This design comes from an exercise in tuning for small area on the open sky130 flow, not from production work.
The RTL was checked by simulation tests, not by an equivalence proof against the original design.

==> v12: inputs <==
==> flow/design.v <==
module Lab5(input sys_clk, input [5:0] num, input [1:0] op, input do_op, input reset, output [6:0] HEX1, output [6:0] HEX0);
localparam [9:0] LK_S    = 10'd4;
localparam [9:0] LK_E    = 10'd520;    
localparam [9:0] LK_EMSK = 10'd503;    
localparam [9:0] LK_NZ   = 10'd447;    
reg [5:0] ring [0:14];
reg [5:0] current;
reg [5:0] tos;
reg       tos_ok;
reg [3:0] top;
reg [3:0] rix;
reg [9:0] lk;
function [3:0] f4(input [3:0] s);
	f4 = {s[2:0], s[3] ^ s[2]};
endfunction
wire       stale = |(lk & LK_NZ);
wire       lk_end = (lk & LK_EMSK) == (LK_E & LK_EMSK);
wire       acc   = ~stale & ~do_op;
wire       push  = op[1] & ~op[0];
wire       pop   = ~op[1] & op[0];
wire       full  = (top == 4'd15);
wire       empty = (top == 4'd0);
wire       pushok = acc & push & ~full;
wire       popok  = acc & pop & ~empty;
wire       match = (rix == 4'b0001);
wire       fetch = match & ~tos_ok;
integer i;
always @(posedge sys_clk) begin
	for (i = 0; i < 14; i = i + 1)
		ring[i] <= ring[i+1];
	ring[14] <= match ? tos : ring[0];
end
always @(posedge sys_clk) begin
	if (!reset)
		rix <= 4'b0001;
	else if (pushok)
		rix <= rix;
	else if (popok)
		rix <= f4(f4(rix));
	else
		rix <= f4(rix);
	if (!reset)
		lk <= 10'd0;
	else
		lk <= (lk_end ? 10'd0 : {lk[8:0], lk[9] ^ lk[2]}) | (acc ? LK_S : 10'd0);
	if (fetch) begin
		tos    <= ring[0];
		tos_ok <= 1'b1;
	end
	if (!reset) begin
		current <= 6'd0;
		top     <= 4'd0;
	end else if (acc) begin
		if (push && !full) begin
			current <= num;
			tos     <= num;
			tos_ok  <= 1'b1;
			top     <= top + 4'd1;
		end else if (pop) begin
			current <= empty ? 6'd0 : tos;
			tos_ok  <= 1'b0;
			if (!empty) top <= top - 4'd1;
		end
	end
end
wire [2:0] tens = current / 6'd10;
wire [3:0] ones = current % 6'd10;
function [6:0] seg(input [3:0] d);
	case (d)
		4'd0: seg = 7'b1000000;
		4'd1: seg = 7'b1111001;
		4'd2: seg = 7'b0100100;
		4'd3: seg = 7'b0110000;
		4'd4: seg = 7'b0011001;
		4'd5: seg = 7'b0010010;
		4'd6: seg = 7'b0000010;
		4'd7: seg = 7'b1111000;
		4'd8: seg = 7'b0000000;
		4'd9: seg = 7'b0010000;
		default: seg = 7'b1111111;
	endcase
endfunction
assign HEX1 = seg({1'b0, tens});
assign HEX0 = seg(ones);
endmodule
==> flow/run.sh <==
#!/bin/bash
# synth_recipe.tcl (not shown) runs the flow's synth.tcl, then flattens the netlist and writes it again
# the make line also repeats each setting of config.mk as NAME=value (left out here)
make -C /OpenROAD-flow-scripts/flow DESIGN_CONFIG=/design/flow/config.mk WORK_HOME=/design/flow/orfs CLKGATE_MAP_FILE= SYNTH_SCRIPT=/design/flow/synth_recipe.tcl finish
==> flow/config.mk <==
export PLATFORM = sky130hd
export DESIGN_NAME = Lab5
export DESIGN_NICKNAME = Lab5
export VERILOG_FILES = /design/flow/design.v
export SDC_FILE = /design/flow/constraint.sdc
export NUM_CORES = 4
export LEC_CHECK = 0
export ABC_AREA = 1
export CAP_MARGIN = 20
export CORE_MARGIN = 2
export CORE_UTILIZATION = 60
export SLEW_MARGIN = 20
==> flow/constraint.sdc <==
create_clock -name core_clock -period 6.0 [get_ports {sys_clk}]
set_input_delay 1.2000 -clock core_clock [delete_from_list [all_inputs] [get_ports {sys_clk}]]
set_output_delay 1.2000 -clock core_clock [all_outputs]
set_load 0.01 [all_outputs]
==> v11: changes against v12 <==
==> flow/design.v, changed modules only <==
module Lab5(input sys_clk, input [5:0] num, input [1:0] op, input do_op, input reset, output [6:0] HEX1, output [6:0] HEX0);
localparam [9:0] LK_S    = 10'd4;
localparam [9:0] LK_E    = 10'd520;    
localparam [9:0] LK_EMSK = 10'd503;    
localparam [9:0] LK_NZ   = 10'd447;    
localparam [9:0] LK_INV  = 10'b1010101010;
localparam [3:0] R_TOP   = 4'b0001;
localparam [3:0] R_BELOW = 4'b1100;
reg [5:0] ring [0:13];
reg [5:0] cur_n;
reg [5:0] tos_n;
reg       pw;              
reg       pf;              
reg [3:0] top;
reg [3:0] rix;
reg [9:0] lks;
wire [5:0] cur = ~cur_n;
wire [5:0] tos = ~tos_n;
wire [9:0] lk  = lks ^ LK_INV;
wire stale  = |(lk & LK_NZ);
wire lk_end = (lk & LK_EMSK) == (LK_E & LK_EMSK);
wire acc    = ~stale & ~do_op;
wire push   = op[1] & ~op[0];
wire pop    = ~op[1] & op[0];
wire full   = &top;
wire empty  = ~|top;
wire pushok = acc & push & ~full;
wire popok  = acc & pop & ~empty;
wire popacc = acc & pop;
wire wr     = pw & (rix == R_BELOW);
wire fetch  = pf & (rix == R_TOP) & ~wr;
integer i;
always @(posedge sys_clk) begin
	for (i = 0; i < 13; i = i + 1)
		ring[i] <= ring[i+1];
	ring[13] <= wr ? tos : ring[0];
end
wire       c_num  = reset & pushok;
wire       c_tos  = reset & popok;
wire       c_hold = reset & ~pushok & ~popacc;
wire [5:0] cur_d  = ({6{c_num}} & num) | ({6{c_tos}} & tos) | ({6{c_hold}} & cur);
wire       t_hold = ~wr & ~fetch;
wire [5:0] tos_d  = ({6{wr}} & cur) | ({6{fetch}} & ring[0]) | ({6{t_hold}} & tos);
wire [3:0] rf1 = {~rix[3], rix[1:0], rix[2] ^ rix[1]};
wire [3:0] rf2 = {rix[3], rix[0], rix[2] ^ rix[1], rix[1] ^ rix[0]};
wire       r_s1 = reset & ~pushok & ~popok;
wire       r_s2 = reset & popok;
wire       r_h  = reset & pushok;
wire [3:0] rix_d = ({4{r_h}} & rix) | ({4{r_s1}} & rf1) | ({4{r_s2}} & rf2) | ({4{~reset}} & R_TOP);
wire       tch = pushok | popok;
wire [3:0] top_d;
assign top_d[0] = reset & (top[0] ^ tch);
assign top_d[1] = reset & (top[1] ^ (tch & (pushok ? top[0] : ~top[0])));
assign top_d[2] = reset & (top[2] ^ (tch & (pushok ? &top[1:0] : ~|top[1:0])));
assign top_d[3] = reset & (top[3] ^ (tch & (pushok ? &top[2:0] : ~|top[2:0])));
wire       lk_kill = ~reset | lk_end;
wire [9:0] lk_d = ({10{~lk_kill}} & {lk[8:0], lk[9] ^ lk[2]}) | ({10{reset & acc}} & LK_S);
always @(posedge sys_clk) begin
	cur_n  <= ~cur_d;
	tos_n  <= ~tos_d;
	pw     <= pushok | (pw & ~wr);
	pf     <= popok | (pf & ~fetch & ~pushok);
	rix    <= rix_d;
	top    <= top_d;
	lks    <= lk_d ^ LK_INV;
end
wire [2:0] tens = cur / 6'd10;
wire [3:0] ones = cur % 6'd10;
function [6:0] seg(input [3:0] d);
	case (d)
		4'd0: seg = 7'b1000000;
		4'd1: seg = 7'b1111001;
		4'd2: seg = 7'b0100100;
		4'd3: seg = 7'b0110000;
		4'd4: seg = 7'b0011001;
		4'd5: seg = 7'b0010010;
		4'd6: seg = 7'b0000010;
		4'd7: seg = 7'b1111000;
		4'd8: seg = 7'b0000000;
		4'd9: seg = 7'b0010000;
		default: seg = 7'b1111111;
	endcase
endfunction
assign HEX1 = seg({1'b0, tens});
assign HEX0 = seg(ones);
endmodule
==> flow/flow/run.sh (new file) <==
#!/bin/bash
# Own layout flow: the standard ORFS flow (standard.sh) with
#  - synthesis as standard.sh runs it, except that ABC maps the logic with
#    the area-oriented script in flow/abc_area.script (a copy of ORFS's
#    scripts folder with that one file replaced) and adders are left to ABC
#    (ADDER_MAP_FILE empty) instead of being mapped to ha/fa cells;
#  - CTS without dummy loads, with clkbuf_4 clock buffers;
#  - input/output ports buffered with buf_1.
# Each step's full output goes to its own log file in the work folder.
set -euo pipefail
cd "$(dirname "$0")/.."
W=$PWD
rm -rf "$W/scripts_own"
cp -r "$FLOW_HOME/scripts" "$W/scripts_own"
cp "$W/flow/abc_area.script" "$W/scripts_own/abc_area.script"
CTS="-sink_clustering_enable -repair_clock_nets -dont_use_dummy_load -buf_list {sky130_fd_sc_hd__clkbuf_4}"
bash standard.sh "SCRIPTS_DIR=$W/scripts_own" "ADDER_MAP_FILE=" synth > flow_synth.log 2>&1
bash standard.sh "SCRIPTS_DIR=$W/scripts_own" "ADDER_MAP_FILE=" "CTS_ARGS=$CTS" "BUFFER_PORTS_ARGS=-buffer_cell sky130_fd_sc_hd__buf_1" finish > flow_layout.log 2>&1
==> flow/flow/abc_area.script (new file) <==
strash
&get -n
&fraig -x
&put
scorr
dc2
strash
dch -f
amap
strash
&get -n
&dch -f
&nf -R 1000
&put
==> flow/standard.sh (new file) <==
#!/bin/bash
# synth_recipe.tcl (not shown) runs the flow's synth.tcl, then flattens the netlist and writes it again
# the make line also repeats each setting of config.mk as NAME=value (left out here)
make -C /OpenROAD-flow-scripts/flow DESIGN_CONFIG=/design/flow/config.mk WORK_HOME=/design/flow/orfs CLKGATE_MAP_FILE= SYNTH_SCRIPT=/design/flow/synth_recipe.tcl "${@:-finish}"
removed: flow/run.sh
==> impl_results.md <==
* Dpl ws at 2.15 ns
* #MultiIn Comb at 150
* Status: timing/DRC/antenna clean
* Clock buffer count in the final layout at 17
* Vias in the first global route at 1785
* Dpl cell area at 0.00333 mm2
* Multi-input combinational area share at 23.3%
(the above is from v11)
==> impl_results.md <==
* Vias in the first global route at 2530
* Multi-input combinational area share at 24.5%
* Clock buffer count in the final layout at 20
* Dpl cell area at 0.00407 mm2
* Dpl ws at 2.37 ns
* Via density at 4.92
* #MultiIn Comb at 209
* Status: timing/DRC/antenna clean
(the above is from v12)

## what the ideal ports hide
In the flow no input, the clock included, has a driving cell. The finished layouts below were timed again as built, in two steps.
Step 1, drivers: a clkbuf_16 drives sys_clk and a buf_2 each remaining input, both assumed.
Step 2 moves the port delays by t, midway between the first and last clock arrival at a register: inputs arrive t later, outputs are due t later. That takes back most of the time a late clock gives input paths.
a / b / c = ideal / step 1 / step 2; a / b = the first two.
run | t, ns | setup WS [ns] | hold slack, ns | latest minus earliest clock arrival (ns) | pins driven straight from the clock port
v12 | 0.520 | 1.877 / 1.845 / 2.365 | 0.319 / 0.319 / 0.319 | 0.015 / 0.015 | 1
v11 | 0.467 | 1.596 / 1.572 / 2.039 | 0.291 / 0.291 / 0.291 | 0.043 / 0.042 | 1
After both steps setup and hold are still met in every run listed.
